This is an optimization exercise on Yosys and OpenROAD, whose aim is small area and few clock cycles per item, not a production implementation.
At most, simulation tests tie the RTL to the original design; equivalence was not proved.
Power and IR drop assume default switching activity.

Setup of run C:
==> flow/design.v <==
module aq_axils_sample
(
  input         ARESETN,
  input         ACLK,
  input [31:0]  S_AXI_AWADDR,
  input [3:0]   S_AXI_AWCACHE,
  input [2:0]   S_AXI_AWPROT,
  input         S_AXI_AWVALID,
  output        S_AXI_AWREADY,
  input [31:0]  S_AXI_WDATA,
  input [3:0]   S_AXI_WSTRB,
  input         S_AXI_WVALID,
  output        S_AXI_WREADY,
  output        S_AXI_BVALID,
  input         S_AXI_BREADY,
  output [1:0]  S_AXI_BRESP,
  input [31:0]  S_AXI_ARADDR,
  input [3:0]   S_AXI_ARCACHE,
  input [2:0]   S_AXI_ARPROT,
  input         S_AXI_ARVALID,
  output        S_AXI_ARREADY,
  output [31:0] S_AXI_RDATA,
  output [1:0]  S_AXI_RRESP,
  output        S_AXI_RVALID,
  input         S_AXI_RREADY,
  output [31:0] LOCAL_REG0,
  output [31:0] LOCAL_REG1,
  output [31:0] LOCAL_REG2,
  output [31:0] LOCAL_REG3
);
  reg           bvalid, rvalid;
  reg [3:0]     rsel;
  reg [31:0]    reg_data0, reg_data1, reg_data2, reg_data3;
  wire          idle   = ~bvalid & ~rvalid;
  wire          wr_go  = S_AXI_AWVALID & S_AXI_WVALID & idle;
  wire          rd_go  = S_AXI_ARVALID & idle;
  wire          wr_map = ( S_AXI_AWADDR[7:4] == 4'd0 );
  wire          rd_map = ( S_AXI_ARADDR[7:4] == 4'd0 );
  assign S_AXI_AWREADY  = S_AXI_WVALID & idle;
  assign S_AXI_WREADY   = S_AXI_AWVALID & idle;
  assign S_AXI_BVALID   = bvalid;
  assign S_AXI_BRESP    = 2'b00;
  assign S_AXI_ARREADY  = idle;
  assign S_AXI_RVALID   = rvalid;
  assign S_AXI_RRESP    = 2'b00;
  assign S_AXI_RDATA    = ( {32{rsel[0]}} & reg_data0 ) |
                          ( {32{rsel[1]}} & reg_data1 ) |
                          ( {32{rsel[2]}} & reg_data2 ) |
                          ( {32{rsel[3]}} & reg_data3 );
  always @( posedge ACLK or negedge ARESETN ) begin
    if( !ARESETN ) begin
      bvalid <= 1'b0;
      rvalid <= 1'b0;
    end else begin
      if( wr_go )
        bvalid <= 1'b1;
      else if( S_AXI_BREADY )
        bvalid <= 1'b0;
      if( rd_go )
        rvalid <= 1'b1;
      else if( S_AXI_RREADY )
        rvalid <= 1'b0;
    end
  end
  always @( posedge ACLK ) begin
    if( rd_go ) begin
      rsel[0] <= rd_map & ( S_AXI_ARADDR[3:2] == 2'd0 );
      rsel[1] <= rd_map & ( S_AXI_ARADDR[3:2] == 2'd1 );
      rsel[2] <= rd_map & ( S_AXI_ARADDR[3:2] == 2'd2 );
      rsel[3] <= rd_map & ( S_AXI_ARADDR[3:2] == 2'd3 );
    end
  end
  always @( posedge ACLK ) begin
    if( !ARESETN ) begin
      reg_data0 <= 32'd0;
      reg_data1 <= 32'd0;
      reg_data2 <= 32'd0;
      reg_data3 <= 32'd0;
    end else if( wr_go & wr_map ) begin
      case( S_AXI_AWADDR[3:2] )
        2'd0: reg_data0 <= S_AXI_WDATA;
        2'd1: reg_data1 <= S_AXI_WDATA;
        2'd2: reg_data2 <= S_AXI_WDATA;
        2'd3: reg_data3 <= S_AXI_WDATA;
      endcase
    end
  end
  assign LOCAL_REG0 = reg_data0;
  assign LOCAL_REG1 = reg_data1;
  assign LOCAL_REG2 = reg_data2;
  assign LOCAL_REG3 = reg_data3;
endmodule
==> flow/config.mk <==
export PLATFORM = sky130hd
export DESIGN_NAME = aq_axils_sample
export DESIGN_NICKNAME = aq_axils_sample
export VERILOG_FILES = /design/flow/design.v
export SDC_FILE = /design/flow/constraint.sdc
export NUM_CORES = 4
export LEC_CHECK = 0
export CAP_MARGIN = 20
export CORE_MARGIN = 2
export CORE_UTILIZATION = 35
export SLEW_MARGIN = 20
==> flow/constraint.sdc <==
create_clock -name core_clock -period 5.0 [get_ports {ACLK}]
set_input_delay 1.0000 -clock core_clock [delete_from_list [all_inputs] [get_ports {ACLK}]]
set_output_delay 1.0000 -clock core_clock [all_outputs]
set_load 0.01 [all_outputs]
run.sh (not shown) runs the stock make flow with config.mk's settings and CLKGATE_MAP_FILE= SYNTH_SCRIPT=/design/flow/synth_recipe.tcl, a recipe that flattens the netlist after the stock synthesis.
Input changes introduced in run A (baseline for comparison: run C):
--- a/flow/design.v
+++ b/flow/design.v
@@ -69,9 +69,9 @@
       rsel[2] <= rd_map & ( S_AXI_ARADDR[3:2] == 2'd2 );
       rsel[3] <= rd_map & ( S_AXI_ARADDR[3:2] == 2'd3 );
     end
   end
-  always @( posedge ACLK ) begin
+  always @( posedge ACLK or negedge ARESETN ) begin
     if( !ARESETN ) begin
       reg_data0 <= 32'd0;
       reg_data1 <= 32'd0;
       reg_data2 <= 32'd0;
--- outcome ---
Diff run C -> run A: clock latency reported for the late side of the worst-skew pair saw little to no change, minimum clock period after layout saw an increase, core box area saw an increase, number of instances in the synthesized netlist saw a decrease. Going from run C to run A, mean post-synth cell area grew by more than a quarter. Summary — layout overhead on the synthesized area, run A relative to run C: higher, by 1.4 points. Comparing run A and run C, slew of the pin with the lowest slew margin is lower on run A. Compared with run C, run A shows a clock buffer count that is 9 lower. Taking run C as the reference point, the combinational power of run A rises by 200%. Startpoint of the most critical setup path = rsel[2]: run A; startpoint of the most critical setup path = rsel[0]: run C.
Testbench counts of run A, summed over its fixed seeds: cycles 4,096, items 2,048.
The RTL of run C was laid out without a check of its function.

==> afterwards: timing with drivers on the ports <==
In the flow no input, the clock included, has a driving cell. The finished layouts below were timed again as built, in two steps. Step 1: set_driving_cell puts a clkbuf_16 on ACLK and a buf_2 on each other input, an assumption about the parent block. Step 2 adds t to the input delays and takes it off the output delays; t is the mean of the earliest and latest rising clock arrival at the registers after step 1. Input paths then give back, and output paths get back, about the clock's delay inside the block. Slacks: ideal ports / drivers / drivers and shift; pairs: ideal ports / drivers.
run | t, ns | setup WS [ns] | worst hold slack (ns) | latest minus earliest clock arrival (ns) | cell pins on the clock port's net
run C | 0.445 | 1.556 / 1.514 / 1.460 | 0.472 / 0.472 / 0.472 | 0.010 / 0.010 | 1
run A | 0.453 | 1.529 / 1.488 / 1.599 | 0.514 / 0.514 / 0.514 | 0.009 / 0.009 | 1
After both steps every run listed still meets setup and hold. The setup slack of run C, which loses most, moves by -0.042 ns with the drivers and by -0.096 ns with both steps.
